What follows belongs to an exercise in optimizing a design on an open flow for small area; a production flow would make more cautious choices. The RTL was checked by simulation tests, not by an equivalence proof against the original design. Power and IR drop assume default switching activity. The flow treats the clock pin as an ideal source, which a real chip does not have.

<file path="run.sh">
#!/bin/bash
# synth_recipe.tcl (not shown) runs the flow's synth.tcl, then flattens the netlist and writes it again
# the make line also repeats each setting of config.mk as NAME=value (left out here)
make -C /OpenROAD-flow-scripts/flow DESIGN_CONFIG=/design/flow/config.mk WORK_HOME=/design/flow/orfs CLKGATE_MAP_FILE= SYNTH_SCRIPT=/design/flow/synth_recipe.tcl finish
</file>
<file path="design.v">
module decoder_5bits(out, sel, en);
	output [31:0] out;
	input [4:0] sel;
	input en;
	wire [4:0]nsel;
not n0 (nsel[0], sel[0]);
not n1 (nsel[1], sel[1]);
not n2 (nsel[2], sel[2]);
not n3 (nsel[3], sel[3]);
not n4 (nsel[4], sel[4]);
and_5bits out0(out[0], nsel[4], nsel[3], nsel[2], nsel[1], nsel[0],en);
and_5bits out1(out[1], nsel[4], nsel[3], nsel[2], nsel[1], sel[0],en);
and_5bits out2(out[2], nsel[4], nsel[3], nsel[2], sel[1], nsel[0],en);
and_5bits out3(out[3], nsel[4], nsel[3], nsel[2], sel[1], sel[0],en);
and_5bits out4(out[4], nsel[4], nsel[3], sel[2], nsel[1], nsel[0],en);
and_5bits out5(out[5], nsel[4], nsel[3], sel[2], nsel[1], sel[0],en);
and_5bits out6(out[6], nsel[4], nsel[3], sel[2], sel[1], nsel[0],en);
and_5bits out7(out[7], nsel[4], nsel[3], sel[2], sel[1], sel[0],en);
and_5bits out8(out[8], nsel[4], sel[3], nsel[2], nsel[1], nsel[0],en);
and_5bits out9(out[9], nsel[4], sel[3], nsel[2], nsel[1], sel[0],en);
and_5bits out10(out[10], nsel[4], sel[3], nsel[2], sel[1], nsel[0],en);
and_5bits out11(out[11], nsel[4], sel[3], nsel[2], sel[1], sel[0],en);
and_5bits out12(out[12], nsel[4], sel[3], sel[2], nsel[1], nsel[0],en);
and_5bits out13(out[13], nsel[4], sel[3], sel[2], nsel[1], sel[0],en);
and_5bits out14(out[14], nsel[4], sel[3], sel[2], sel[1], nsel[0],en);
and_5bits out15(out[15], nsel[4], sel[3], sel[2], sel[1], sel[0],en);
and_5bits out16(out[16], sel[4], nsel[3], nsel[2], nsel[1], nsel[0],en);
and_5bits out17(out[17], sel[4], nsel[3], nsel[2], nsel[1], sel[0],en);
and_5bits out18(out[18], sel[4], nsel[3], nsel[2], sel[1], nsel[0],en);
and_5bits out19(out[19], sel[4], nsel[3], nsel[2], sel[1], sel[0],en);
and_5bits out20(out[20], sel[4], nsel[3], sel[2], nsel[1], nsel[0],en);
and_5bits out21(out[21], sel[4], nsel[3], sel[2], nsel[1], sel[0],en);
and_5bits out22(out[22], sel[4], nsel[3], sel[2], sel[1], nsel[0],en);
and_5bits out23(out[23], sel[4], nsel[3], sel[2], sel[1], sel[0],en);
and_5bits out24(out[24], sel[4], sel[3], nsel[2], nsel[1], nsel[0],en);
and_5bits out25(out[25], sel[4], sel[3], nsel[2], nsel[1], sel[0],en);
and_5bits out26(out[26], sel[4], sel[3], nsel[2], sel[1], nsel[0],en);
and_5bits out27(out[27], sel[4], sel[3], nsel[2], sel[1], sel[0],en);
and_5bits out28(out[28], sel[4], sel[3], sel[2], nsel[1], nsel[0],en);
and_5bits out29(out[29], sel[4], sel[3], sel[2], nsel[1], sel[0],en);
and_5bits out30(out[30], sel[4], sel[3], sel[2], sel[1], nsel[0],en);
and_5bits out31(out[31], sel[4], sel[3], sel[2], sel[1], sel[0],en);
endmodule
module and_5bits(o, a, b, c, d, e, en);
output o;
input a, b, c, d, e, en;
wire w0,w1,w2,w3;
and a0(w0, a, b);
and a1(w1, w0, c);
and a2(w2, w1, d);
and a3(w3, w2, e);
and a4(o, w3, en);
endmodule
module register_32bits(q, d, clk, en, reset);
	input [31:0] d;
	input clk, en, reset;
  	output reg [31:0] q;
	always @(posedge clk or posedge reset) begin
     	     if (reset) begin
                  q <= 32'h00000000;
     	     end
     	     else if (en) begin
                  q <= d;
     	     end
        end
endmodule
module tristate_buffer( 
output [31:0]buffer, 
input [4:0]ctrl_readReg,
input [31:0] writereg_out0, writereg_out1,writereg_out2,writereg_out3,writereg_out4,
writereg_out5,writereg_out6,writereg_out7,writereg_out8,writereg_out9,writereg_out10,
writereg_out11,writereg_out12,writereg_out13,writereg_out14,writereg_out15,writereg_out16,
writereg_out17,writereg_out18,writereg_out19,writereg_out20,writereg_out21,writereg_out22,
writereg_out23,writereg_out24,writereg_out25,writereg_out26,writereg_out27,writereg_out28,
writereg_out29,writereg_out30,writereg_out31 );
wire[31:0] buffer_in[31:0];
wire [31:0] dec_readReg;
	decoder_5bits dec1(dec_readReg, ctrl_readReg, 1'b1);
assign buffer_in[0] = dec_readReg[0] ? writereg_out0 : 32'b0;
assign buffer_in[1] = dec_readReg[1] ? writereg_out1 : 32'b0;
assign buffer_in[2] = dec_readReg[2] ? writereg_out2 : 32'b0;
assign buffer_in[3] = dec_readReg[3] ? writereg_out3 : 32'b0;
assign buffer_in[4] = dec_readReg[4] ? writereg_out4 : 32'b0;
assign buffer_in[5] = dec_readReg[5] ? writereg_out5 : 32'b0;
assign buffer_in[6] = dec_readReg[6] ? writereg_out6 : 32'b0;
assign buffer_in[7] = dec_readReg[7] ? writereg_out7 : 32'b0;
assign buffer_in[8] = dec_readReg[8] ? writereg_out8 : 32'b0;
assign buffer_in[9] = dec_readReg[9] ? writereg_out9 : 32'b0;
assign buffer_in[10] = dec_readReg[10] ? writereg_out10 : 32'b0;
assign buffer_in[11] = dec_readReg[11] ? writereg_out11 : 32'b0;
assign buffer_in[12] = dec_readReg[12] ? writereg_out12 : 32'b0;
assign buffer_in[13] = dec_readReg[13] ? writereg_out13 : 32'b0;
assign buffer_in[14] = dec_readReg[14] ? writereg_out14 : 32'b0;
assign buffer_in[15] = dec_readReg[15] ? writereg_out15 : 32'b0;
assign buffer_in[16] = dec_readReg[16] ? writereg_out16 : 32'b0;
assign buffer_in[17] = dec_readReg[17] ? writereg_out17 : 32'b0;
assign buffer_in[18] = dec_readReg[18] ? writereg_out18 : 32'b0;
assign buffer_in[19] = dec_readReg[19] ? writereg_out19 : 32'b0;
assign buffer_in[20] = dec_readReg[20] ? writereg_out20 : 32'b0;
assign buffer_in[21] = dec_readReg[21] ? writereg_out21 : 32'b0;
assign buffer_in[22] = dec_readReg[22] ? writereg_out22 : 32'b0;
assign buffer_in[23] = dec_readReg[23] ? writereg_out23 : 32'b0;
assign buffer_in[24] = dec_readReg[24] ? writereg_out24 : 32'b0;
assign buffer_in[25] = dec_readReg[25] ? writereg_out25 : 32'b0;
assign buffer_in[26] = dec_readReg[26] ? writereg_out26 : 32'b0;
assign buffer_in[27] = dec_readReg[27] ? writereg_out27 : 32'b0;
assign buffer_in[28] = dec_readReg[28] ? writereg_out28 : 32'b0;
assign buffer_in[29] = dec_readReg[29] ? writereg_out29 : 32'b0;
assign buffer_in[30] = dec_readReg[30] ? writereg_out30 : 32'b0;
assign buffer_in[31] = dec_readReg[31] ? writereg_out31 : 32'b0;
assign buffer = buffer_in[ctrl_readReg];
endmodule
module regfile (
    clock,
    ctrl_writeEnable,
    ctrl_reset, ctrl_writeReg,
    ctrl_readRegA, ctrl_readRegB, data_writeReg,
    data_readRegA, data_readRegB
);
   input clock, ctrl_writeEnable, ctrl_reset;
   input [4:0] ctrl_writeReg, ctrl_readRegA, ctrl_readRegB;
   input [31:0] data_writeReg;
   output [31:0] data_readRegA, data_readRegB;
	wire [31:0] dec_writeReg;
	decoder_5bits dec0(dec_writeReg, ctrl_writeReg, ctrl_writeEnable);
	wire[31:0] writereg_out[31:0];
	genvar i;
   generate
		for (i = 0; i < 32; i = i + 1) 
			begin:register_writing
				register_32bits reg_n(writereg_out[i], data_writeReg, clock, dec_writeReg[i], ctrl_reset);
			end
   endgenerate
	tristate_buffer t0(data_readRegA, ctrl_readRegA, writereg_out[0], writereg_out[1],writereg_out[2],
	writereg_out[3],writereg_out[4],writereg_out[5],writereg_out[6],writereg_out[7],writereg_out[8],writereg_out[9],
	writereg_out[10],writereg_out[11],writereg_out[12],writereg_out[13],writereg_out[14],writereg_out[15],
	writereg_out[16],writereg_out[17],writereg_out[18],writereg_out[19],writereg_out[20],writereg_out[21],
	writereg_out[22],writereg_out[23],writereg_out[24],writereg_out[25],writereg_out[26],writereg_out[27],
	writereg_out[28],writereg_out[29],writereg_out[30],writereg_out[31] );
	tristate_buffer t1(data_readRegB, ctrl_readRegB, writereg_out[0], writereg_out[1],writereg_out[2],
	writereg_out[3],writereg_out[4],writereg_out[5],writereg_out[6],writereg_out[7],writereg_out[8],writereg_out[9],
	writereg_out[10],writereg_out[11],writereg_out[12],writereg_out[13],writereg_out[14],writereg_out[15],
	writereg_out[16],writereg_out[17],writereg_out[18],writereg_out[19],writereg_out[20],writereg_out[21],
	writereg_out[22],writereg_out[23],writereg_out[24],writereg_out[25],writereg_out[26],writereg_out[27],
	writereg_out[28],writereg_out[29],writereg_out[30],writereg_out[31] );
endmodule
</file>
<file path="config.mk">
export PLATFORM = sky130hd
export DESIGN_NAME = regfile
export DESIGN_NICKNAME = regfile
export VERILOG_FILES = /design/flow/design.v
export SDC_FILE = /design/flow/constraint.sdc
export NUM_CORES = 4
export LEC_CHECK = 0
export CAP_MARGIN = 20
export CORE_MARGIN = 2
export CORE_UTILIZATION = 50
export PLACE_DENSITY = 0.6
export SLEW_MARGIN = 20
</file>
<file path="constraint.sdc">
create_clock -name core_clock -period 10.0 [get_ports {clock}]
set_input_delay 2.0000 -clock core_clock [delete_from_list [all_inputs] [get_ports {clock}]]
set_output_delay 2.0000 -clock core_clock [all_outputs]
set_load 0.01 [all_outputs]
</file>
==> results.py, run 1 <==
metrics = {
    "outcome": {
        "status": "complete, no violations",
    },
    "routing": {
        "viasPerCell": 7.73,
        "drc": 0,
        "drt-initial-drc-count": 9272,
        "dr.pass1.iters": 12,
        "vias": 44600,
        "drt-total-wl_microns": 248000,
        "wl_per_cell_microns": 43.0,
        "drt.antenna.violating_nets": 0,
    },
    "die": {
        "dieArea_sq_mm": 0.104,
        "io_pins": 114,
        "die_x_microns": 323,
        "core_sq_mm": 0.100,
        "initial_core_util_pct": 50.6,
        "die_h_microns": 323,
        "row_count": 116,
    },
    "critical_path": {
        "rrSetupSlack_ns": 9.11,
        "criticalPathCategory": "primary input to output port",
        "ff2ff_path_depth": 1,
        "r2r_start": "register_writing[24].reg_n.q[24]",
        "cp.arrival_ns": 6.71,
        "cp_max_fo": 24,
        "cp.required_ns": 8.00,
        "r2r-end": "register_writing[24].reg_n.q[24]",
        "end_kind": "output port",
        "start_kind": "primary input",
    },
    "pwr": {
        "ir_drop_mv": 0.148,
        "leakagePower_nw": 25.4,
        "power.density_mw_per_mm2": 202,
        "power.total_mw": 11.6,
    },
    "clock_tree": {
        "ctsLongestPathBuffers": 3,
        "path_clk_slew_ns": 0.06,
        "cts_tree": "built",
        "h-tree-depth": 3,
        "cts_resized": 0,
        "clock_latency_ns": 0.72,
        "cts.sinks": 1024,
        "post_cts_buffers": 0,
        "cts_root_buf": "clkbuf_16",
        "cts_buffers": 110,
        "postCtsHoldBufs": 0,
    },
    "finish": {
        "utilization_pct": 57.4,
        "top_register": "register_writing.reg_n.q",
        "final_nets": 4363,
        "fin_area_sq_mm": 0.0576,
        "nFillCells": 8571,
        "largest_reg_flops": 1024,
        "top_regs": "register_writing.reg_n.q (1024)",
        "drive_above_1_share_pct": 33.9,
        "syn_to_final_growth_pct": 13.5,
    },
    "yosys": {
        "ys_seq_area_share_pct": 50.5,
        "synth_seq_cells": 1024,
        "syn_avg_cell_area_sq_um": 11.7,
        "synthArstFlopShare_pct": 100,
        "syn_nets": 4395,
        "syn-cell-area_sq_mm": 0.0507,
        "synthCells": 4345,
        "yosysUniqueCellTypes": 56,
        "synth_ff_type": "dfrtp_1",
        "synth-edff-count": 0,
        "ys_warn_count": 3,
    },
    "min_path": {
        "hold_path_class": "flip-flop to flip-flop",
        "worstHoldEndpoint": "register_writing[9].reg_n.q[17]",
        "min-delay-start": "register_writing[9].reg_n.q[17]",
        "min_path_cells": 1,
    },
    "grt": {
        "gr-total-overflow": 0,
        "grt_pass1_wl_microns": 341000,
        "grt_max_degree": 152,
        "grt_util_all_layers_pct": 47.2,
        "antenna_found_initial": 15,
        "grt_pass1_vias": 42300,
    },
    "place": {
        "gp_congestion": 0.991,
        "hpwl_microns": 141000,
        "dp_slack_ns": 1.54,
        "placed_area_sq_mm": 0.0539,
        "io_buffers": 113,
    },
    "flow_run": {
        "maxCapViolations": 0,
    },
    "timing": {
        "hold-worst-slack_ns": 0.529,
        "maxSlewViolCount": 0,
        "worst_pin_slew_ns": 1.36,
        "hold_viol_final": 0,
        "period_share_pct": 87.1,
        "clock.fmax_mhz": 115,
        "fin_skew_ns": 0,
        "rsz0062_at_grt": "false",
        "setup_viol": 0,
        "finalCriticalPeriod_ns": 8.71,
        "setup_slack_ns": 1.29,
        "maxSlewHeadroom_pct": 9.29,
    },
}
## cell families after synthesis
| group | Yosys count | synth area share [%] |
|---|---|---|
| and+or+nand+nor | 768 | 7.15 |
| AOI/OAI and AO/OA | 1079 | 15.7 |
| muxes | 1041 | 23.1 |
| DFF | 1024 | 50.5 |
| buffers and inverters | 433 | 3.57 |
## metrics by stage
step | setup TNS, ns | std cells
finish | 0 | 5772
global route | 0 | 5765
CTS | 0 | 5758
detailed placement | 0 | 5555
global placement | 0 | 5553
floorplan | -6260.67 | 4345
## critical path, cell delays in order
cell and delay [ns]:
clkdlybuf4s50_1 1.16, nand3_1 0.58, nor2_4 1.12, buf_4 0.45, a22oi_1 0.12, nand3_1 0.11, nor3_1 0.05, a21oi_1 0.46
clkdlybuf4s50_1 0.64
## cell usage after synthesis, drive strengths merged, types with 4 or more instances
cell	count	area (sq um)
o32a	11	110
nor4	43	269
mux2	1023	11500
o32ai	4	35.0
a22o	25	219
nor2b	6	37.5
a222oi	16	160
nand3b	8	60.1
nand4b	6	52.6
or3b	7	63.8
dfrtp	1024	25600
a221oi	16	140
a211oi	5	37.5
nand4	80	500
a31oi	12	75.1
or3	11	68.8
mux2i	18	180
nor4b	4	35.0
nor3	64	320
a22oi	855	6420
and4	8	70.1
o21ai	17	85.1
nand2b	13	83.8
buf	185	882
nor2	156	598
nand2	302	1140
a21oi	91	455
inv	11	41.3
and3	7	43.8
clkbuf	237	890
a2111oi	10	87.6
nand3	41	205
## placed cells by master, fill, tap and decap left out, types with 80 or more instances in the layout
cell / n
a21oi_1: 91
dfrtp_1: 1024
clkbuf_16: 113
nand2_1: 288
a22oi_1: 855
nand4_1: 80
buf_4: 147
clkdlybuf4s50_1: 98
mux2_2: 1016
nor2_1: 80
## per-layer routing
layer / up-vias / share of wire (%) / track usage (%)
li1: 16500 / - / -
met1: 22400 / 37 / 62.0
met2: 4369 / 40 / 64.1
met3: 1347 / 16 / 20.1
met4: 14 / 8.0 / 28.8
met5: - / 0.035 / 0
## final cells by class
class | instances | area, sq um | share of cell area (%)
flip-flops and latches | 1024 | 25600 | 44.5
multi-input cells | 2888 | 24000 | 41.7
clock buffers | 153 | 3220 | 5.59
repair buffers | 278 | 2530 | 4.39
well taps | 1357 | 1700 | 2.95
clock inverters | 50 | 444 | 0.772
inverters | 11 | 45.0 | 0.0782
diodes | 11 | 27.5 | 0.0478
## power breakdown
| group | total (mW) | internal, mW | switching, mW |
|---|---|---|---|
| logic | 1.64 | 0.866 | 0.773 |
| registers | 5.79 | 4.96 | 0.834 |
| clock network | 4.22 | 2.39 | 1.82 |
## how the worst max path moves through the flow
stage	from	end	slack [ns]
floorplan	ctrl_reset	register_writing[0].reg_n.q[0]	-6.11
global placement	ctrl_readRegA[4]	data_readRegA[4]	1.64
detailed placement	ctrl_readRegA[4]	data_readRegA[4]	1.54
CTS	ctrl_readRegA[4]	data_readRegA[4]	1.55
global route	ctrl_readRegA[4]	data_readRegA[30]	1.44
finish	ctrl_readRegA[4]	data_readRegA[30]	1.29
==> inputs of run 2 (changes only) <==
==> design.v (replaced) <==
module regfile (
    clock,
    ctrl_writeEnable,
    ctrl_reset, ctrl_writeReg,
    ctrl_readRegA, ctrl_readRegB, data_writeReg,
    data_readRegA, data_readRegB
);
   input clock, ctrl_writeEnable, ctrl_reset;
   input [4:0] ctrl_writeReg, ctrl_readRegA, ctrl_readRegB;
   input [31:0] data_writeReg;
   output [31:0] data_readRegA, data_readRegB;
   reg [31:0] valid;
   reg [31:0] data [0:31];
   wire [31:0] wsel = ctrl_writeEnable ? (32'd1 << ctrl_writeReg) : 32'd0;
   always @(posedge clock or posedge ctrl_reset) begin
      if (ctrl_reset)
         valid <= 32'd0;
      else
         valid <= valid | wsel;
   end
   genvar i;
   generate
      for (i = 0; i < 32; i = i + 1) begin : regs
         always @(posedge clock) begin
            if (wsel[i])
               data[i] <= data_writeReg;
         end
      end
   endgenerate
   wire [31:0] rselA = (32'd1 << ctrl_readRegA) & valid;
   wire [31:0] rselB = (32'd1 << ctrl_readRegB) & valid;
   read_port rdA (.sel(rselA), .d00(data[0]), .d01(data[1]), .d02(data[2]), .d03(data[3]),
      .d04(data[4]), .d05(data[5]), .d06(data[6]), .d07(data[7]), .d08(data[8]), .d09(data[9]),
      .d10(data[10]), .d11(data[11]), .d12(data[12]), .d13(data[13]), .d14(data[14]), .d15(data[15]),
      .d16(data[16]), .d17(data[17]), .d18(data[18]), .d19(data[19]), .d20(data[20]), .d21(data[21]),
      .d22(data[22]), .d23(data[23]), .d24(data[24]), .d25(data[25]), .d26(data[26]), .d27(data[27]),
      .d28(data[28]), .d29(data[29]), .d30(data[30]), .d31(data[31]), .q(data_readRegA));
   read_port rdB (.sel(rselB), .d00(data[0]), .d01(data[1]), .d02(data[2]), .d03(data[3]),
      .d04(data[4]), .d05(data[5]), .d06(data[6]), .d07(data[7]), .d08(data[8]), .d09(data[9]),
      .d10(data[10]), .d11(data[11]), .d12(data[12]), .d13(data[13]), .d14(data[14]), .d15(data[15]),
      .d16(data[16]), .d17(data[17]), .d18(data[18]), .d19(data[19]), .d20(data[20]), .d21(data[21]),
      .d22(data[22]), .d23(data[23]), .d24(data[24]), .d25(data[25]), .d26(data[26]), .d27(data[27]),
      .d28(data[28]), .d29(data[29]), .d30(data[30]), .d31(data[31]), .q(data_readRegB));
endmodule
module read_port (
   input  [31:0] sel,
   input  [31:0] d00, d01, d02, d03, d04, d05, d06, d07,
   input  [31:0] d08, d09, d10, d11, d12, d13, d14, d15,
   input  [31:0] d16, d17, d18, d19, d20, d21, d22, d23,
   input  [31:0] d24, d25, d26, d27, d28, d29, d30, d31,
   output [31:0] q
);
   wire [31:0] d [0:31];
   assign d[0] = d00;  assign d[1] = d01;  assign d[2] = d02;  assign d[3] = d03;
   assign d[4] = d04;  assign d[5] = d05;  assign d[6] = d06;  assign d[7] = d07;
   assign d[8] = d08;  assign d[9] = d09;  assign d[10] = d10; assign d[11] = d11;
   assign d[12] = d12; assign d[13] = d13; assign d[14] = d14; assign d[15] = d15;
   assign d[16] = d16; assign d[17] = d17; assign d[18] = d18; assign d[19] = d19;
   assign d[20] = d20; assign d[21] = d21; assign d[22] = d22; assign d[23] = d23;
   assign d[24] = d24; assign d[25] = d25; assign d[26] = d26; assign d[27] = d27;
   assign d[28] = d28; assign d[29] = d29; assign d[30] = d30; assign d[31] = d31;
   genvar b, g;
   generate
      for (b = 0; b < 32; b = b + 1) begin : bits
         wire [10:0] n;
         for (g = 0; g < 10; g = g + 1) begin : grp
            aoi222 u (.y(n[g]),
               .a1(sel[3*g]),   .a2(d[3*g][b]),
               .b1(sel[3*g+1]), .b2(d[3*g+1][b]),
               .c1(sel[3*g+2]), .c2(d[3*g+2][b]));
         end
         aoi22 u10 (.y(n[10]), .a1(sel[30]), .a2(d[30][b]), .b1(sel[31]), .b2(d[31][b]));
         assign q[b] = ~&n;
      end
   endgenerate
endmodule
module aoi222 (output y, input a1, a2, b1, b2, c1, c2);
   assign y = ~((a1 & a2) | (b1 & b2) | (c1 & c2));
endmodule
module aoi22 (output y, input a1, a2, b1, b2);
   assign y = ~((a1 & a2) | (b1 & b2));
endmodule
--- a/config.mk
+++ b/config.mk
@@ -10,3 +10,5 @@
 export CORE_UTILIZATION = 50
 export PLACE_DENSITY = 0.6
 export SLEW_MARGIN = 20
+export SYNTH_HIERARCHICAL = 1
+export SYNTH_MINIMUM_KEEP_SIZE = 0
==> results.py, run 2 <==
metrics = {
    "yosys": {
        "yosys-top-cells-count": "edfxtp_1, a222oi_1, nand4_1, and3_1",
        "synthCells": 2196,
        "ys_warn_count": 10,
        "yosysUniqueCellTypes": 27,
        "ys_seq_area_share_pct": 76.2,
        "synth.area.top_cells": "edfxtp_1, a222oi_1, nand4_1",
        "syn_avg_cell_area_sq_um": 18.9,
        "synth_compound_gate_area_share_pct": 18.0,
        "syn-cell-area_sq_mm": 0.0414,
        "synth_xor_area_share_pct": 0,
        "synth_seq_cells": 1056,
        "synthAdderAreaFrac_pct": 0,
        "syn_nets": 2246,
        "post-synth-top-area-cell": "edfxtp_1",
        "yosysMostFrequentCell": "edfxtp_1",
        "muxShareOfSynthArea_pct": 0,
        "synth_top_family_by_area": "compound AO/OA/AOI/OAI gates",
        "synth_simple_gate_area_share_pct": 5.57,
        "synth_ff_type": "edfxtp_1",
        "synth-edff-count": 1024,
        "yosysTopAreaCellShare_pct": 74.3,
        "synthArstFlopShare_pct": 3.03,
    },
    "clock_tree": {
        "cts_buffers": 109,
        "postCtsHoldBufs": 0,
        "cts.sinks": 1056,
        "clock_latency_ns": 0.66,
        "h-tree-depth": 3,
        "path_clk_slew_ns": 0.06,
        "post_cts_buffers": 0,
        "cts_root_buf": "clkbuf_16",
        "ctsLongestPathBuffers": 3,
        "cts_tree": "built",
        "cts_resized": 0,
    },
    "critical_path": {
        "r2r_start": "valid[25]",
        "cp.buffers_inverters": 3,
        "crit_chain": "clkdlybuf4s50_1 -> nor2b_1 -> and3_2 -> buf_4 -> a22oi_2 -> nand4_1 -> or3_1 -> clkdlybuf4s50_1",
        "worst_path_most_repeated_cell": "clkdlybuf4s50_1",
        "cpPeakStageDelay_ns": 0.95,
        "crit_path_start": "ctrl_readRegB[1]",
        "ff2ff_path_depth": 1,
        "criticalPathCategory": "primary input to output port",
        "cp.required_ns": 8.00,
        "cp_max_fo": 18,
        "cp.arrival_ns": 5.81,
        "start_kind": "primary input",
        "worst_path_max_delay_cell": "and3_2",
        "crit_family": "simple AND/OR/NAND/NOR gates",
        "crit_cells": 8,
        "end_kind": "output port",
    },
    "timing": {
        "hold-worst-slack_ns": 0.497,
        "rsz0062_at_grt": "false",
        "fin_skew_ns": 0,
        "hold_viol_final": 0,
        "worst_pin_slew_ns": 1.39,
        "setup_slack_ns": 2.19,
        "maxSlewViolCount": 0,
        "period_share_pct": 78.1,
        "clock.fmax_mhz": 128,
        "fin_setup_tns_ns": 0,
        "finalCriticalPeriod_ns": 7.81,
        "setup_viol": 0,
        "maxSlewHeadroom_pct": 7.28,
    },
    "die": {
        "io_pins": 114,
        "die_h_microns": 292,
        "dieArea_sq_mm": 0.0851,
        "initial_core_util_pct": 50.5,
        "die_x_microns": 292,
        "row_count": 105,
        "core_sq_mm": 0.0820,
    },
    "routing": {
        "drt-initial-drc-count": 8270,
        "wl_per_cell_microns": 45.1,
        "viasPerCell": 8.45,
        "vias": 30800,
        "drt.antenna.violating_nets": 0,
        "drt-total-wl_microns": 164000,
        "dr.pass1.iters": 12,
        "drc": 0,
    },
    "finish": {
        "fin_area_sq_mm": 0.0481,
        "largest_reg_flops": 1024,
        "drive_above_1_share_pct": 15.8,
        "utilization_pct": 58.7,
        "top_register": "data",
        "final_common_cell": "edfxtp_1",
        "final_nets": 2528,
        "syn_to_final_growth_pct": 16.3,
        "final_cell_mix": "edfxtp_1, a222oi_1, nand4_1",
        "nFillCells": 6115,
        "top_regs": "data (1024), valid (32)",
        "stdcell_count": 3646,
    },
    "grt": {
        "grt_util_all_layers_pct": 37.9,
        "antenna_found_initial": 15,
        "grt_pass1_wl_microns": 224000,
        "gr-total-overflow": 0,
        "grt_pass1_vias": 29800,
        "grt_max_degree": 33,
    },
    "place": {
        "gp_congestion": 0.929,
        "place_inst": 3435,
        "placed_area_sq_mm": 0.0447,
        "io_buffers": 113,
        "hpwl_microns": 87700,
        "dp_slack_ns": 2.45,
    },
    "pwr": {
        "swShare_pct": 22.2,
        "ir_drop_mv": 0.165,
        "power.density_mw_per_mm2": 198,
        "pwr-share-comb_pct": 6.2,
        "power.share.clock_pct": 41.5,
        "power.total_mw": 9.55,
        "seqPwrFrac_pct": 52.3,
        "cell_internal_pwr_mw": 7.43,
        "leakagePower_nw": 15.0,
        "p_sw_mw": 2.13,
    },
    "min_path": {
        "hold_path_class": "flip-flop to flip-flop",
        "min-delay-start": "valid[23]",
        "min_path_cells": 1,
    },
    "outcome": {
        "status": "complete, no violations",
    },
    "flow_run": {
        "maxCapViolations": 0,
    },
}
## run 2: changes by cell type after synthesis, sizes merged, moves of 122 or more
cell    previous run  this run
edfxtp             0      1024
mux2            1023         0
dfrtp           1024        32
a22oi            855        64
a222oi            16       640
nand2            302         1
clkbuf           237         8
buf              185         7
nor2             156        34
## run 2: cell type report
cell class | instances | area, sq um | share of cell area (%)
Antenna cell | 7 | 17.5 | 0.0364
Clock buffer | 125 | 2830 | 5.88
Clock inverter | 77 | 653 | 1.36
Inverter | 1 | 3.75 | 0.00780
Multi-Input combinational cell | 1124 | 10100 | 21.0
Sequential cell | 1056 | 31600 | 65.5
Tap cell | 1070 | 1340 | 2.78
Timing Repair Buffer | 186 | 1640 | 3.40
## run 2: per-layer routing
| layer | vias to the layer above | track usage (%) | wire [microns] |
|---|---|---|---|
| met3 | 685 | 14.9 | 29200 |
| met1 | 15300 | 49.3 | 55100 |
| li1 | 11500 | - | - |
| met5 | - | 0.170 | 96 |
| met2 | 3267 | 54.3 | 69200 |
| met4 | 12 | 21.2 | 10900 |
## run 2: final timing paths
check / to / slack, ns
max: data_readRegB[17] / 2.19
min: valid[23] / 0.50
max reg2reg: valid[25] / 9.22
min reg2reg: valid[23] / 0.50
max in group asynchronous: valid[17] / 7.96
min in group asynchronous: valid[9] / 1.72
## run 2: kinds of logic after synthesis
group                  after synthesis
AOI/OAI and AO/OA                  736
buffers and inverters               16
DFF                               1056
and+or+nand+nor                    388
## run 2: modules after synthesis (local to each module, per instance)
| module | copies in the design | cells | cell area (sq um) |
|---|---|---|---|
| regfile | 1 | 1236 | 32700 |
| read_port | 2 | 128 | 761 |
| aoi222 | 640 | 1 | 10.0 |
| aoi22 | 64 | 1 | 12.5 |
## run 2: power groups by stage
stage | logic, mW | clock network (mW) | registers (mW)
after floorplan | 0.223 | 0 | 5.06
after global placement | 0.564 | 0 | 5.08
after detailed placement | 0.572 | 0 | 5.08
after CTS | 0.574 | 3.98 | 4.99
after global routing | 0.604 | 4.16 | 5.00
final | 0.591 | 3.97 | 5.00
==> inputs of run 3 (changes only) <==
==> flow/run.sh (new file) <==
#!/bin/bash
# The standard layout (bash standard.sh, with the standard synthesis), with
# two changes: the port buffers are buf_2 cells instead of the tool's default
# delay buffer, and clock tree synthesis uses smaller clock buffers and adds
# no dummy loads.
set -euo pipefail
export BUFFER_PORTS_ARGS="-buffer_cell sky130_fd_sc_hd__buf_2"
export CTS_ARGS="-sink_clustering_enable -repair_clock_nets -dont_use_dummy_load -buf_list {sky130_fd_sc_hd__clkbuf_4 sky130_fd_sc_hd__clkbuf_8 sky130_fd_sc_hd__clkbuf_16}"
bash standard.sh > standard_make.log 2>&1
==> standard.sh (new file) <==
#!/bin/bash
# synth_recipe.tcl (not shown) runs the flow's synth.tcl, then flattens the netlist and writes it again
# the make line also repeats each setting of config.mk as NAME=value (left out here)
make -C /OpenROAD-flow-scripts/flow DESIGN_CONFIG=/design/flow/config.mk WORK_HOME=/design/flow/orfs CLKGATE_MAP_FILE= SYNTH_SCRIPT=/design/flow/synth_recipe.tcl "${@:-finish}"
--- a/config.mk
+++ b/config.mk
@@ -5,10 +5,10 @@
 export SDC_FILE = /design/flow/constraint.sdc
 export NUM_CORES = 4
 export LEC_CHECK = 0
-export CAP_MARGIN = 20
+export CAP_MARGIN = 0
 export CORE_MARGIN = 2
 export CORE_UTILIZATION = 50
 export PLACE_DENSITY = 0.6
-export SLEW_MARGIN = 20
+export SLEW_MARGIN = 0
 export SYNTH_HIERARCHICAL = 1
 export SYNTH_MINIMUM_KEEP_SIZE = 0
removed: run.sh
==> results.py, run 3 <==
metrics = {
    "yosys": {
        "synthArstFlopShare_pct": 3.03,
        "yosys-top-cells-count": "edfxtp_1, a222oi_1, nand4_1, and3_1",
        "syn_avg_cell_area_sq_um": 18.9,
        "synth_ff_type": "edfxtp_1",
        "syn-cell-area_sq_mm": 0.0414,
        "ys_seq_area_share_pct": 76.2,
        "synth_seq_cells": 1056,
        "synthCells": 2196,
        "synth-edff-count": 1024,
        "syn_nets": 2246,
        "yosysTopAreaCellShare_pct": 74.3,
        "synth_top_family_by_area": "compound AO/OA/AOI/OAI gates",
        "synthAdderAreaFrac_pct": 0,
        "ys_warn_count": 10,
        "post-synth-top-area-cell": "edfxtp_1",
        "synth_compound_gate_area_share_pct": 18.0,
        "yosysMostFrequentCell": "edfxtp_1",
        "synth_xor_area_share_pct": 0,
        "synth_simple_gate_area_share_pct": 5.57,
        "yosysUniqueCellTypes": 27,
        "muxShareOfSynthArea_pct": 0,
        "synth.area.top_cells": "edfxtp_1, a222oi_1, nand4_1",
    },
    "clock_tree": {
        "post_cts_buffers": 0,
        "path_clk_slew_ns": 0.04,
        "cts_tree": "built",
        "cts.sinks": 1056,
        "cts_resized": 0,
        "h-tree-depth": 3,
        "postCtsHoldBufs": 0,
        "cts_buffers": 107,
        "ctsLongestPathBuffers": 3,
        "clock_latency_ns": 0.65,
        "cts_root_buf": "clkbuf_16",
    },
    "grt": {
        "grt_max_degree": 33,
        "grt_pass1_wl_microns": 219000,
        "grt_pass1_vias": 30500,
        "grt_util_all_layers_pct": 36.8,
        "antenna_found_initial": 14,
        "gr-total-overflow": 0,
    },
    "timing": {
        "worst_pin_slew_ns": 1.41,
        "period_share_pct": 70.1,
        "setup_viol": 0,
        "maxSlewViolCount": 0,
        "fin_skew_ns": 0,
        "finalCriticalPeriod_ns": 7.01,
        "fin_setup_tns_ns": 0,
        "rsz0062_at_grt": "false",
        "clock.fmax_mhz": 143,
        "hold-worst-slack_ns": 0.516,
        "maxSlewHeadroom_pct": 5.86,
        "hold_viol_final": 0,
    },
    "min_path": {
        "worstHoldEndpoint": "valid[5]",
        "min-delay-start": "valid[5]",
        "min_path_cells": 1,
        "hold_path_class": "flip-flop to flip-flop",
    },
    "routing": {
        "viasPerCell": 8.57,
        "vias": 30300,
        "wl_per_cell_microns": 45.4,
        "drc": 0,
        "dr.pass1.iters": 15,
        "drt-total-wl_microns": 161000,
        "drt.antenna.violating_nets": 0,
        "drt-initial-drc-count": 7737,
    },
    "finish": {
        "nFillCells": 6241,
        "top_register": "data",
        "multiInputGateArea_sq_mm": 0.0101,
        "drive_above_1_share_pct": 18.2,
        "top_regs": "data (1024), valid (32)",
        "ff_latch_area_sq_mm": 0.0316,
        "final_cell_mix": "edfxtp_1, a222oi_1, nand4_1",
        "syn_to_final_growth_pct": 12.9,
        "final_nets": 2518,
        "final_common_cell": "edfxtp_1",
        "largest_reg_flops": 1024,
    },
    "critical_path": {
        "criticalPathCategory": "primary input to output port",
        "cp.required_ns": 8.00,
        "ff2ff_path_depth": 1,
        "crit_chain": "buf_2 -> nor3_1 -> and3_2 -> a222oi_1 -> nand4_1 -> or3_1 -> buf_2",
        "cp_max_fo": 32,
        "r2r_start": "valid[0]",
        "end_kind": "output port",
        "worst_path_max_delay_cell": "and3_2",
        "start_kind": "primary input",
        "r2r-end": "valid[0]",
        "worst_path_most_repeated_cell": "buf_2",
        "cp.arrival_ns": 5.01,
        "rrSetupSlack_ns": 9.23,
        "cpPeakStageDelay_ns": 1.21,
    },
    "flow_run": {
        "maxCapViolations": 0,
    },
    "die": {
        "dieArea_sq_mm": 0.0851,
        "die_h_microns": 292,
        "row_count": 105,
        "core_sq_mm": 0.0820,
        "initial_core_util_pct": 50.5,
        "io_pins": 114,
        "die_x_microns": 292,
    },
    "place": {
        "gp_congestion": 0.900,
        "io_buffers": 113,
        "hpwl_microns": 82200,
    },
    "pwr": {
        "power.density_mw_per_mm2": 190,
        "leakagePower_nw": 14.6,
        "ir_drop_mv": 0.145,
    },
    "outcome": {
        "status": "complete, no violations",
    },
}
## run 3: cell count changes in the layout (fill, tap and decap cells not counted), moves of 5 or more
cell / previous run / this run
and3_4: 6 / 0
and3_2: 58 / 64
clkinvlp_4: 8 / 0
clkbuf_1: 14 / 0
clkdlybuf4s50_1: 96 / 0
clkinv_2: 18 / 0
clkinv_1: 37 / 0
buf_2: 17 / 113
bufinv_16: 10 / 0
buf_4: 70 / 65
## run 3: cell families after synthesis
| logic type | count (synthesis) |
|---|---|
| AND/OR/NAND/NOR | 388 |
| flip-flops | 1056 |
| buffers and inverters | 16 |
| AO/OA/AOI/OAI | 736 |
## run 3: power breakdown
group          total, mW  internal [mW]  switching [mW]  leakage (nW)
Combinational      0.522          0.157           0.365          3.73
Clock               3.35           1.86            1.49          1.32
Sequential          5.00           4.94          0.0571          9.59
Total               8.87           6.96            1.91          14.6
## run 3: stage by stage
step | util [%] | setup slack [ns] | instance area (sq um) | instances | power (mW)
after floorplan | - | 4.16 | 41400 | 2196 | 5.28
after global placement | 53.7 | 3.44 | 44000 | 3429 | 5.57
after detailed placement | 53.7 | 3.36 | 44000 | 3429 | 5.58
after CTS | 57.0 | 3.35 | 46700 | 3536 | 8.86
after global routing | 57.0 | 3.16 | 46700 | 3537 | 9.07
final | 57.0 | 2.99 | 46700 | 3539 | 8.87
## run 3: final cells by class
| class | count | share of cell area, % |
|---|---|---|
| multi-input cells | 1124 | 21.6 |
| clock buffers | 107 | 5.73 |
| repair buffers | 178 | 2.25 |
| flip-flops and latches | 1056 | 67.5 |
| diodes | 3 | 0.0161 |
| well taps | 1070 | 2.87 |
| inverters | 1 | 0.00803 |
## run 3: critical path: cells and delay by family
kind | cells | cell delay [ns]
AND/OR/NAND/NOR | 4 | 2.28
AO/OA/AOI/OAI | 1 | 0.36
buffers and inverters | 2 | 0.34
## run 3: worst max-delay path by stage
stage                   endpoint             start  cells past startpoint  slack, ns
2_1_floorplan  data_readRegB[10]  ctrl_readRegB[1]                      5       4.16
3_3_place_gp   data_readRegB[26]  ctrl_readRegB[4]                      7       3.44
3_5_place_dp   data_readRegB[11]  ctrl_readRegB[4]                      7       3.36
4_1_cts        data_readRegB[11]  ctrl_readRegB[2]                      7       3.35
5_1_grt        data_readRegB[11]  ctrl_readRegB[2]                      7       3.16
6_report       data_readRegB[25]  ctrl_readRegB[4]                      7       2.99
## run 3: metal layers
layer / vias up / share of wire [%] / global-route usage (%)
met2: 3205 / 43 / 54.3
met5: - / 0.065 / 0
met3: 711 / 17 / 14.4
met4: 14 / 6.5 / 20.4
met1: 15000 / 33 / 46.9
li1: 11400 / - / -
## run 3: Yosys stat by module, one instance, submodules excluded
module | area [sq um] | copies in the design | cells inside | flip-flops and latches
read_port | 761 | 2 | 128 | 0
aoi22 | 12.5 | 64 | 1 | 0
regfile | 32700 | 1 | 1236 | 1056
aoi222 | 10.0 | 640 | 1 | 0
==> inputs of run 4 (changes only) <==
--- a/design.v
+++ b/design.v
@@ -62,21 +62,23 @@
    genvar b, g;
    generate
       for (b = 0; b < 32; b = b + 1) begin : bits
-         wire [10:0] n;
+         wire [9:0] n;
+         wire t;
          for (g = 0; g < 10; g = g + 1) begin : grp
             aoi222 u (.y(n[g]),
                .a1(sel[3*g]),   .a2(d[3*g][b]),
                .b1(sel[3*g+1]), .b2(d[3*g+1][b]),
                .c1(sel[3*g+2]), .c2(d[3*g+2][b]));
          end
-         aoi22 u10 (.y(n[10]), .a1(sel[30]), .a2(d[30][b]), .b1(sel[31]), .b2(d[31][b]));
-         assign q[b] = ~&n;
+         rd_tail u10 (.y(t), .n8(n[8]), .n9(n[9]),
+            .a1(sel[30]), .a2(d[30][b]), .b1(sel[31]), .b2(d[31][b]));
+         assign q[b] = ~&n[7:0] | t;
       end
    endgenerate
 endmodule
 module aoi222 (output y, input a1, a2, b1, b2, c1, c2);
    assign y = ~((a1 & a2) | (b1 & b2) | (c1 & c2));
 endmodule
-module aoi22 (output y, input a1, a2, b1, b2);
-   assign y = ~((a1 & a2) | (b1 & b2));
+module rd_tail (output y, input n8, n9, a1, a2, b1, b2);
+   assign y = ~(n8 & n9 & ~((a1 & a2) | (b1 & b2)));
 endmodule
==> flow/run.sh (replaced) <==
#!/bin/bash
# The standard layout (bash standard.sh, with the standard synthesis), with
# two changes: the port buffers are buf_1 cells instead of the tool's default
# delay buffer (repair may still resize them), and clock tree synthesis
# clusters more flip-flops per leaf buffer and adds no dummy loads.
set -euo pipefail
export BUFFER_PORTS_ARGS="-buffer_cell sky130_fd_sc_hd__buf_1"
export CTS_ARGS="-sink_clustering_enable -repair_clock_nets -dont_use_dummy_load -buf_list {sky130_fd_sc_hd__clkbuf_8 sky130_fd_sc_hd__clkbuf_16} -sink_clustering_size 30 -sink_clustering_max_diameter 100"
bash standard.sh > standard_make.log 2>&1
--- a/config.mk
+++ b/config.mk
@@ -7,8 +7,8 @@
 export LEC_CHECK = 0
 export CAP_MARGIN = 0
 export CORE_MARGIN = 2
-export CORE_UTILIZATION = 50
-export PLACE_DENSITY = 0.6
+export CORE_UTILIZATION = 60
+export PLACE_DENSITY = 0.7
 export SLEW_MARGIN = 0
 export SYNTH_HIERARCHICAL = 1
 export SYNTH_MINIMUM_KEEP_SIZE = 0
==> results.py, run 4 <==
metrics = {
    "die": {
        "dieArea_sq_mm": 0.0708,
        "io_pins": 114,
        "core_sq_mm": 0.0683,
        "die_x_microns": 266,
        "row_count": 96,
        "initial_core_util_pct": 60.3,
        "die_h_microns": 266,
    },
    "yosys": {
        "syn_avg_cell_area_sq_um": 18.8,
        "synth_simple_gate_area_share_pct": 5.99,
        "ys_seq_area_share_pct": 76.5,
        "yosys-top-cells-count": "edfxtp_1, a222oi_1, nand3_1, and3_1, nand4_1",
        "syn-cell-area_sq_mm": 0.0412,
        "synthCells": 2196,
        "synthArstFlopShare_pct": 3.03,
        "post-synth-top-area-cell": "edfxtp_1",
        "yosysTopAreaCellShare_pct": 74.6,
        "yosysMostFrequentCell": "edfxtp_1",
        "synth_compound_gate_area_share_pct": 17.3,
        "muxShareOfSynthArea_pct": 0,
        "synth_seq_cells": 1056,
        "synth_top_family_by_area": "compound AO/OA/AOI/OAI gates",
        "synth.area.top_cells": "edfxtp_1, a222oi_1, dfrtp_1",
        "synthAdderAreaFrac_pct": 0,
        "synth_ff_type": "edfxtp_1",
        "synth_xor_area_share_pct": 0,
        "ys_warn_count": 10,
        "yosysUniqueCellTypes": 27,
        "synth-edff-count": 1024,
        "syn_nets": 2246,
    },
    "clock_tree": {
        "cts_tree": "built",
        "clock_latency_ns": 0.62,
        "ctsLongestPathBuffers": 3,
        "cts_buffers": 41,
        "post_cts_buffers": 0,
        "path_clk_slew_ns": 0.11,
        "cts.sinks": 1056,
        "cts_resized": 0,
        "h-tree-depth": 2,
        "postCtsHoldBufs": 0,
        "cts_root_buf": "clkbuf_16",
    },
    "finish": {
        "nFillCells": 4689,
        "final_nets": 2435,
        "final_common_cell": "edfxtp_1",
        "final_cell_mix": "edfxtp_1, a222oi_1, nand3_1",
        "drive_above_1_share_pct": 8.02,
        "syn_to_final_growth_pct": 7.76,
        "top_register": "data",
        "largest_reg_flops": 1024,
        "top_regs": "data (1024), valid (32)",
    },
    "pwr": {
        "ir_drop_mv": 0.196,
        "leakagePower_nw": 13.5,
        "power.density_mw_per_mm2": 168,
    },
    "outcome": {
        "so_faults": "max-capacitance violations, max-slew violations",
        "status": "complete, but fails checks",
    },
    "place": {
        "dp_slack_ns": 3.32,
        "gp_congestion": 0.910,
        "io_buffers": 113,
        "hpwl_microns": 77700,
    },
    "timing": {
        "setup_viol": 0,
        "maxSlewViolCount": 33,
        "worst_pin_slew_ns": 1.51,
        "maxSlewHeadroom_pct": -0.903,
        "rsz0062_at_grt": "false",
        "fin_skew_ns": 0,
        "setup_slack_ns": 3.04,
        "clock.fmax_mhz": 144,
        "hold_viol_final": 0,
        "finalCriticalPeriod_ns": 6.96,
        "period_share_pct": 69.6,
        "fin_setup_tns_ns": 0,
    },
    "grt": {
        "grt_pass1_vias": 29300,
        "antenna_found_initial": 15,
        "grt_max_degree": 33,
        "gr-total-overflow": 0,
        "grt_pass1_wl_microns": 203000,
        "grt_util_all_layers_pct": 41.0,
    },
    "critical_path": {
        "r2r_start": "valid[1]",
        "cp.arrival_ns": 4.96,
        "cp-endpoint": "data_readRegA[6]",
        "criticalPathCategory": "primary input to output port",
        "end_kind": "output port",
        "crit_chain": "buf_1 -> and3b_1 -> and3_2 -> a222oi_1 -> nand3_1 -> or4b_1 -> buf_1",
        "cp.required_ns": 8.00,
        "start_kind": "primary input",
        "ff2ff_path_depth": 1,
        "worst_path_most_repeated_cell": "buf_1",
        "cpPeakStageDelay_ns": 0.69,
        "worst_path_max_delay_cell": "a222oi_1",
        "crit_path_start": "ctrl_readRegA[1]",
        "cp_max_fo": 32,
        "rrSetupSlack_ns": 9.20,
        "r2r-end": "valid[1]",
    },
    "routing": {
        "drt-initial-drc-count": 8849,
        "viasPerCell": 9.16,
        "dr.pass1.iters": 11,
        "drt-total-wl_microns": 148000,
        "vias": 30000,
        "drc": 0,
        "drt.antenna.violating_nets": 0,
        "wl_per_cell_microns": 45.2,
    },
    "min_path": {
        "hold_path_class": "flip-flop to flip-flop",
    },
    "flow_run": {
        "maxCapViolations": 1,
    },
}
==> run 4: logic make-up (layout without fill, tap and decap cells) <==
group | after synthesis | in the layout
flops | 1056 | 1056
compound gates | 736 | 736
buf+inv | 16 | 203
simple gates | 388 | 388
other cells | 0 | 7
==> run 4: routing by layer <==
layer	share of wire, %	GRT usage [%]	vias up
met5	0.057	0	-
met4	6.9	24.6	10
met3	19	15.0	663
met2	43	58.6	3542
met1	31	54.0	14500
li1	-	-	11200
==> run 4: worst min path at each step <==
stage,end,depth (start not counted),slack [ns],start
detailed placement,valid[13],1,0.47,valid[13]
CTS,valid[14],1,0.50,valid[14]
finish,valid[31],1,0.51,valid[31]
floorplan,valid[0],1,0.45,valid[0]
global route,valid[17],1,0.53,valid[17]
global placement,valid[23],1,0.47,valid[23]
==> run 4: metrics by stage <==
step | cells | utilization [%] | power (mW) | cell area (sq um) | hold slack (ns)
floorplan | 2196 | - | 5.28 | 41200 | 0.448
global placement | 3221 | 63.4 | 5.53 | 43400 | 0.469
detailed placement | 3221 | 63.4 | 5.54 | 43400 | 0.474
CTS | 3262 | 64.9 | 7.43 | 44400 | 0.502
global route | 3271 | 65.0 | 7.61 | 44400 | 0.525
finish | 3272 | 65.0 | 7.47 | 44400 | 0.509
==> run 4: power breakdown <==
group	total, mW	internal (mW)	switching [mW]	leakage, nW
registers	4.98	4.93	0.0487	9.59
clock network	2.00	0.743	1.26	0.505
logic	0.493	0.140	0.353	3.42
total	7.47	5.81	1.66	13.5
==> run 4: worst max-delay path: cells and delay by family <==
kind	cells	cell delay, ns
compound gates	1	0.69
simple gates	4	1.72
buf+inv	2	0.52
==> run 4: final cells by class <==
| class | count | area [sq um] | area share [%] |
|---|---|---|---|
| flip-flops and latches | 1056 | 31600 | 71.0 |
| multi-input cells | 1124 | 9930 | 22.4 |
| diodes | 7 | 17.5 | 0.0394 |
| inverters | 1 | 3.75 | 0.00845 |
| clock buffers | 41 | 1030 | 2.31 |
| repair buffers | 161 | 808 | 1.82 |
| well taps | 882 | 1100 | 2.48 |
==> run 4: per-module statistics from Yosys (local to each module, per instance) <==
module / cells / flops+latches
read_port: 96 / 0
aoi222: 1 / 0
regfile: 1236 / 1056
rd_tail: 2 / 0
==> inputs of run 5 (changes only) <==
==> flow/run.sh (replaced) <==
#!/bin/bash
# The standard layout (bash standard.sh, with the standard synthesis), with
# two changes: the port buffers are buf_1 cells instead of the tool's default
# delay buffer (repair may still resize them), and clock tree synthesis
# clusters more flip-flops per leaf buffer and adds no dummy loads.
set -euo pipefail
export BUFFER_PORTS_ARGS="-buffer_cell sky130_fd_sc_hd__buf_1"
export CTS_ARGS="-sink_clustering_enable -repair_clock_nets -dont_use_dummy_load -buf_list {sky130_fd_sc_hd__clkbuf_8 sky130_fd_sc_hd__clkbuf_16} -sink_clustering_size 26 -sink_clustering_max_diameter 80"
bash standard.sh > standard_make.log 2>&1
--- a/config.mk
+++ b/config.mk
@@ -5,10 +5,10 @@
 export SDC_FILE = /design/flow/constraint.sdc
 export NUM_CORES = 4
 export LEC_CHECK = 0
-export CAP_MARGIN = 0
+export CAP_MARGIN = 10
 export CORE_MARGIN = 2
 export CORE_UTILIZATION = 60
 export PLACE_DENSITY = 0.7
-export SLEW_MARGIN = 0
+export SLEW_MARGIN = 10
 export SYNTH_HIERARCHICAL = 1
 export SYNTH_MINIMUM_KEEP_SIZE = 0
==> results.py, run 5 <==
metrics = {
    "clock_tree": {
        "cts.sinks": 1056,
        "ctsLongestPathBuffers": 3,
        "cts_resized": 0,
        "cts_tree": "built",
        "path_clk_slew_ns": 0.10,
        "cts_buffers": 47,
        "post_cts_buffers": 0,
        "clock_latency_ns": 0.62,
        "h-tree-depth": 2,
        "postCtsHoldBufs": 0,
        "cts_root_buf": "clkbuf_16",
    },
    "critical_path": {
        "cp.required_ns": 8.00,
        "cp_max_fo": 32,
        "end_kind": "output port",
        "cp.arrival_ns": 4.96,
        "cpPeakStageDelay_ns": 1.22,
        "worst_path_most_repeated_cell": "buf_1",
        "start_kind": "primary input",
        "crit_chain": "buf_1 -> nor3b_1 -> and3_2 -> a222oi_1 -> nand3_1 -> or4b_1 -> buf_1",
        "criticalPathCategory": "primary input to output port",
        "worst_path_max_delay_cell": "and3_2",
    },
    "timing": {
        "fin_setup_tns_ns": 0,
        "hold_viol_final": 0,
        "fin_skew_ns": 0,
        "finalCriticalPeriod_ns": 6.96,
        "period_share_pct": 69.6,
        "clock.fmax_mhz": 144,
        "maxSlewHeadroom_pct": 4.45,
        "rsz0062_at_grt": "false",
        "worst_pin_slew_ns": 1.43,
        "setup_viol": 0,
        "maxSlewViolCount": 0,
    },
    "yosys": {
        "synth-edff-count": 1024,
        "synthCells": 2196,
        "synth_seq_cells": 1056,
        "synth_xor_area_share_pct": 0,
        "syn_avg_cell_area_sq_um": 18.8,
        "synth_ff_type": "edfxtp_1",
        "muxShareOfSynthArea_pct": 0,
        "synth.area.top_cells": "edfxtp_1, a222oi_1, dfrtp_1",
        "yosysUniqueCellTypes": 27,
        "synth_compound_gate_area_share_pct": 17.3,
        "yosys-top-cells-count": "edfxtp_1, a222oi_1, nand3_1, and3_1, nand4_1",
        "syn_nets": 2246,
        "yosysTopAreaCellShare_pct": 74.6,
        "synthAdderAreaFrac_pct": 0,
        "synthArstFlopShare_pct": 3.03,
        "synth_top_family_by_area": "compound AO/OA/AOI/OAI gates",
        "post-synth-top-area-cell": "edfxtp_1",
        "syn-cell-area_sq_mm": 0.0412,
        "ys_warn_count": 10,
        "ys_seq_area_share_pct": 76.5,
        "yosysMostFrequentCell": "edfxtp_1",
        "synth_simple_gate_area_share_pct": 5.99,
    },
    "pwr": {
        "pwr-share-comb_pct": 6.5,
        "cell_internal_pwr_mw": 5.91,
        "swShare_pct": 22.1,
        "power.density_mw_per_mm2": 170,
        "power.total_mw": 7.59,
        "seqPwrFrac_pct": 65.6,
        "power.share.clock_pct": 27.9,
        "leakagePower_nw": 13.6,
        "p_sw_mw": 1.68,
        "ir_drop_mv": 0.173,
    },
    "place": {
        "io_buffers": 113,
        "hpwl_microns": 77700,
        "gp_congestion": 0.910,
        "place_inst": 3221,
    },
    "finish": {
        "stdcell_count": 3274,
        "top_register": "data",
        "final_cell_mix": "edfxtp_1, a222oi_1, nand3_1",
        "final_nets": 2439,
        "final_common_cell": "edfxtp_1",
        "largest_reg_flops": 1024,
        "top_regs": "data (1024), valid (32)",
        "drive_above_1_share_pct": 8.80,
        "syn_to_final_growth_pct": 8.09,
    },
    "die": {
        "row_count": 96,
        "die_h_microns": 266,
        "io_pins": 114,
        "dieArea_sq_mm": 0.0708,
        "core_sq_mm": 0.0683,
        "die_x_microns": 266,
        "initial_core_util_pct": 60.3,
    },
    "routing": {
        "routed.top_layer": "met5",
        "wl_met2_microns": 63800,
        "wl_met3_microns": 28800,
        "wl_met1_microns": 45900,
        "drc": 0,
        "drt-total-wl_microns": 148000,
        "drt-initial-drc-count": 8994,
        "vias": 30100,
        "wl_per_cell_microns": 45.3,
        "dr.pass1.iters": 13,
        "drt.antenna.violating_nets": 0,
        "viasPerCell": 9.19,
    },
    "outcome": {
        "status": "complete, no violations",
    },
    "grt": {
        "antenna_found_initial": 13,
        "gr-total-overflow": 0,
        "grt_max_degree": 33,
        "grt_pass1_vias": 29300,
        "grt_pass1_wl_microns": 204000,
        "grt_util_all_layers_pct": 41.0,
    },
    "min_path": {
        "hold_path_class": "flip-flop to flip-flop",
    },
    "flow_run": {
        "maxCapViolations": 0,
    },
}
==> run 5: kinds of logic after synthesis <==
group / after synthesis
flops: 1056
compound gates: 736
simple gates: 388
buf+inv: 16
==> run 5: metal layers <==
metal | up-vias | GRT usage [%]
li1 | 11200 | -
met1 | 14600 | 53.9
met2 | 3503 | 59.1
met3 | 682 | 15.4
met4 | 12 | 23.6
met5 | - | 0
==> run 5: area by class of cell <==
type	instances	area, sq um
Sequential cell	1056	31600
Fill cell	4679	23800
Multi-Input combinational cell	1124	9930
Clock buffer	47	1180
Tap cell	882	1100
Timing Repair Buffer	159	797
Antenna cell	5	12.5
Inverter	1	3.75
==> run 5: power by group through the flow <==
stage / registers, mW / clock network [mW] / logic, mW
after floorplan: 5.06 / 0 / 0.220
after global placement: 5.07 / 0 / 0.457
after detailed placement: 5.07 / 0 / 0.468
after CTS: 4.97 / 2.11 / 0.469
after global routing: 4.98 / 2.25 / 0.504
final: 4.98 / 2.12 / 0.493
==> run 5: worst paths after layout <==
check                                  from                end  slack (ns)  depth (start not counted)
max reg2reg                        valid[1]           valid[1]        9.20                          1
min reg2reg                       valid[31]          valid[31]        0.51                          1
max in group asynchronous        ctrl_reset           valid[6]        8.26                          3
min                               valid[31]          valid[31]        0.51                          1
max                        ctrl_readRegB[2]  data_readRegB[18]        3.04                          7
min in group asynchronous        ctrl_reset          valid[10]        1.43                          3
==> run 5: worst max-delay path: cells and delay by family <==
family,cells,cell delay [ns]
compound gates,1,0.35
buf+inv,2,0.45
simple gates,4,2.15
==> run 5: per-module statistics from Yosys (local to each module, per instance) <==
module / cell area (sq um) / cells / copies in the design
aoi222: 10.0 / 1 / 640
regfile: 32700 / 1236 / 1
read_port: 683 / 96 / 2
rd_tail: 12.5 / 2 / 64
==> run 5: metrics by stage <==
stage                     hold WS, ns  util, %  area [sq um]  worst slack, ns
final                           0.506     65.2         44600             3.04
after global routing            0.522     65.2         44600             3.12
after CTS                       0.498     65.2         44500             3.30
after detailed placement        0.474     63.4         43400             3.32
after global placement          0.469     63.4         43400             3.35
after floorplan                 0.448        -         41200             4.30
==> inputs of run 6 (changes only) <==
--- a/design.v
+++ b/design.v
@@ -72,7 +72,10 @@
          end
          rd_tail u10 (.y(t), .n8(n[8]), .n9(n[9]),
             .a1(sel[30]), .a2(d[30][b]), .b1(sel[31]), .b2(d[31][b]));
-         assign q[b] = ~&n[7:0] | t;
+         wire p0, p1;
+         nand4 c0 (.y(p0), .a(n[0]), .b(n[1]), .c(n[2]), .d(n[3]));
+         nand4 c1 (.y(p1), .a(n[4]), .b(n[5]), .c(n[6]), .d(n[7]));
+         or3 c2 (.y(q[b]), .a(p0), .b(p1), .c(t));
       end
    endgenerate
 endmodule
@@ -82,3 +85,9 @@
 module rd_tail (output y, input n8, n9, a1, a2, b1, b2);
    assign y = ~(n8 & n9 & ~((a1 & a2) | (b1 & b2)));
 endmodule
+module nand4 (output y, input a, b, c, d);
+   assign y = ~(a & b & c & d);
+endmodule
+module or3 (output y, input a, b, c);
+   assign y = a | b | c;
+endmodule
--- a/config.mk
+++ b/config.mk
@@ -7,8 +7,8 @@
 export LEC_CHECK = 0
 export CAP_MARGIN = 10
 export CORE_MARGIN = 2
-export CORE_UTILIZATION = 60
-export PLACE_DENSITY = 0.7
+export CORE_UTILIZATION = 50
+export PLACE_DENSITY = 0.6
 export SLEW_MARGIN = 10
 export SYNTH_HIERARCHICAL = 1
 export SYNTH_MINIMUM_KEEP_SIZE = 0
==> results.py, run 6 <==
metrics = {
    "place": {
        "io_buffers": 113,
        "place_inst": 3433,
        "gp_congestion": 0.958,
        "hpwl_microns": 85800,
    },
    "critical_path": {
        "cp_max_fo": 32,
        "cpPeakStageDelay_ns": 1.28,
        "start_kind": "primary input",
        "crit_family": "simple AND/OR/NAND/NOR gates",
        "criticalPathCategory": "primary input to output port",
        "cp.arrival_ns": 5.05,
        "end_kind": "output port",
        "worst_path_most_repeated_cell": "buf_1",
        "worst_path_max_delay_cell": "and3_2",
        "crit_chain": "buf_1 -> nor2b_1 -> and3_2 -> a222oi_1 -> nand4_1 -> or3_1 -> buf_1",
        "cp.required_ns": 8.00,
        "cp.buffers_inverters": 2,
    },
    "timing": {
        "worst_pin_slew_ns": 1.43,
        "maxSlewViolCount": 0,
        "fin_skew_ns": 0,
        "clock.fmax_mhz": 142,
        "maxSlewHeadroom_pct": 4.81,
        "period_share_pct": 70.5,
        "finalCriticalPeriod_ns": 7.05,
        "rsz0062_at_grt": "false",
        "setup_viol": 0,
        "hold_viol_final": 0,
        "fin_setup_tns_ns": 0,
    },
    "finish": {
        "final_common_cell": "edfxtp_1",
        "stdcell_count": 3494,
        "nFillCells": 6390,
        "top_regs": "data (1024), valid (32)",
        "drive_above_1_share_pct": 9.69,
        "syn_to_final_growth_pct": 9.29,
        "final_cell_mix": "edfxtp_1, a222oi_1, nand4_1",
        "top_register": "data",
        "final_nets": 2466,
        "largest_reg_flops": 1024,
    },
    "clock_tree": {
        "cts.sinks": 1056,
        "clock_latency_ns": 0.63,
        "post_cts_buffers": 0,
        "ctsLongestPathBuffers": 3,
        "cts_root_buf": "clkbuf_16",
        "cts_buffers": 49,
        "path_clk_slew_ns": 0.10,
        "cts_tree": "built",
        "cts_resized": 0,
        "postCtsHoldBufs": 0,
        "h-tree-depth": 2,
    },
    "yosys": {
        "synth_ff_type": "edfxtp_1",
        "synth_seq_cells": 1056,
        "yosysUniqueCellTypes": 27,
        "syn_avg_cell_area_sq_um": 18.7,
        "ys_seq_area_share_pct": 76.8,
        "yosysTopAreaCellShare_pct": 74.9,
        "synthCells": 2196,
        "synth.area.top_cells": "edfxtp_1, a222oi_1, nand4_1",
        "yosys-top-cells-count": "edfxtp_1, a222oi_1, nand4_1, and3_1",
        "post-synth-top-area-cell": "edfxtp_1",
        "syn-cell-area_sq_mm": 0.0411,
        "ys_warn_count": 10,
        "yosysMostFrequentCell": "edfxtp_1",
        "synthArstFlopShare_pct": 3.03,
        "synth-edff-count": 1024,
        "syn_nets": 2246,
    },
    "pwr": {
        "power.density_mw_per_mm2": 171,
        "ir_drop_mv": 0.193,
        "cell_internal_pwr_mw": 5.95,
        "seqPwrFrac_pct": 65.0,
        "power.share.clock_pct": 28.4,
        "leakagePower_nw": 13.6,
        "pwr-share-comb_pct": 6.6,
        "p_sw_mw": 1.72,
        "swShare_pct": 22.4,
    },
    "routing": {
        "wl_per_cell_microns": 45.3,
        "drt-initial-drc-count": 7901,
        "drt-total-wl_microns": 158000,
        "dr.pass1.iters": 14,
        "drt.antenna.violating_nets": 0,
        "drc": 0,
        "vias": 30000,
        "viasPerCell": 8.59,
    },
    "die": {
        "row_count": 105,
        "die_h_microns": 291,
        "io_pins": 114,
        "die_x_microns": 291,
        "dieArea_sq_mm": 0.0845,
        "core_sq_mm": 0.0817,
        "initial_core_util_pct": 50.3,
    },
    "min_path": {
        "hold_path_class": "flip-flop to flip-flop",
    },
    "grt": {
        "grt_util_all_layers_pct": 36.5,
        "grt_pass1_vias": 29400,
        "gr-total-overflow": 0,
        "grt_pass1_wl_microns": 216000,
        "grt_max_degree": 33,
        "antenna_found_initial": 11,
    },
    "flow_run": {
        "maxCapViolations": 0,
    },
    "outcome": {
        "status": "complete, no violations",
    },
}
==> run 6: changes by cell type in the layout (fill, tap and decap cells not counted), sizes merged <==
| cell | previous run | this run |
|---|---|---|
| nand4 | 65 | 129 |
| buf | 143 | 171 |
| nand3 | 124 | 64 |
| diode | 5 | 10 |
| or4b | 61 | 1 |
| and4b | 4 | 0 |
| clkbuf | 63 | 62 |
| or3 | 0 | 64 |
| and3 | 70 | 66 |
==> run 6: power groups by stage <==
stage | clock network [mW] | registers, mW | logic (mW)
final | 2.17 | 4.98 | 0.509
after global routing | 2.33 | 4.99 | 0.521
after CTS | 2.19 | 4.98 | 0.489
after detailed placement | 0 | 5.08 | 0.488
after global placement | 0 | 5.08 | 0.478
after floorplan | 0 | 5.06 | 0.220
==> run 6: per-stage QoR <==
stage	power (mW)	worst slack (ns)	cell area [sq um]	hold slack (ns)	util, %
2_1_floorplan	5.28	4.46	41100	0.448	-
3_3_place_gp	5.55	3.19	43600	0.477	53.4
3_5_place_dp	5.57	3.20	43600	0.485	53.4
4_1_cts	7.65	3.17	44800	0.511	54.9
5_1_grt	7.84	2.95	44900	0.522	54.9
6_report	7.67	2.95	44900	0.518	54.9
==> run 6: final timing paths <==
path | startpoint | to | slack, ns | depth (start not counted)
worst max-delay path | ctrl_readRegB[1] | data_readRegB[30] | 2.95 | 7
worst min-delay path | valid[22] | valid[22] | 0.52 | 1
worst max register to register | valid[3] | valid[3] | 9.21 | 1
worst min register to register | valid[22] | valid[22] | 0.52 | 1
max in group asynchronous | ctrl_reset | valid[30] | 8.24 | 3
min in group asynchronous | ctrl_reset | valid[28] | 1.43 | 3
==> run 6: final cells by class <==
cell class,instances,area (sq um),area share (%)
antenna,10,25.0,0.0557
clock buffer,49,1230,2.73
inverter,1,3.75,0.00836
multi-input combinational,1124,9770,21.8
sequential,1056,31600,70.3
tap,1070,1340,2.98
timing repair buffer,184,981,2.19
==> run 6: metal layers <==
metal | track usage (%) | share of wire (%)
met1 | 47.1 | 34
met5 | 0 | 0.033
met4 | 20.0 | 6.0
met2 | 54.9 | 44
met3 | 12.0 | 16
==> run 6: logic make-up after synthesis <==
kind of cell	Yosys count	synth area share, %
AOI/OAI and AO/OA	736	17.4
buffers and inverters	16	0.189
and+or+nand+nor	388	5.61
DFF	1056	76.8
==> run 6: per-module statistics from Yosys, one instance, submodules excluded, a selection <==
| module | copies in the design | flip-flops and latches | area [sq um] | cells inside |
|---|---|---|---|---|
| or3 | 64 | 0 | 6.26 | 1 |
| rd_tail | 64 | 0 | 12.5 | 2 |
| aoi222 | 640 | 0 | 10.0 | 1 |
| nand4 | 128 | 0 | 6.26 | 1 |
| regfile | 1 | 1056 | 32700 | 1236 |

## static timing again, ports no longer ideal
How much do the figures lean on ideal ports? The routed layouts below were timed once more, with nothing changed but the port constraints.
Step 1, drivers: a clkbuf_16 drives clock and a buf_2 each remaining input, both assumed.
Step 2 moves the port delays by t, midway between the first and last clock arrival at a register: inputs arrive t later, outputs are due t later. That takes back most of the time a late clock gives input paths.
a / b / c = ideal ports / drivers / drivers and shift; a / b = the first two.
run	shift t [ns]	setup slack, ns	hold WS [ns]	clock arrival spread, ns	worst slew at a driven data input, ns
run 1	0.790	1.286 / 1.212 / 1.212	0.529 / 0.529 / 0.529	0.045 / 0.045	0.32
run 2	0.739	2.194 / 2.167 / 2.167	0.497 / 0.497 / 0.497	0.028 / 0.028	0.16
run 3	0.718	2.985 / 2.955 / 2.955	0.516 / 0.516 / 0.516	0.051 / 0.051	0.12
run 4	0.683	3.039 / 3.003 / 3.003	0.509 / 0.509 / 0.509	0.033 / 0.033	0.19
run 5	0.690	3.043 / 3.010 / 3.010	0.506 / 0.506 / 0.506	0.047 / 0.047	0.18
run 6	0.701	2.946 / 2.912 / 2.912	0.518 / 0.518 / 0.518	0.064 / 0.064	0.17
For run 1, which loses most, drivers alone change the setup slack by -0.074 ns; drivers and shift together by -0.074 ns.
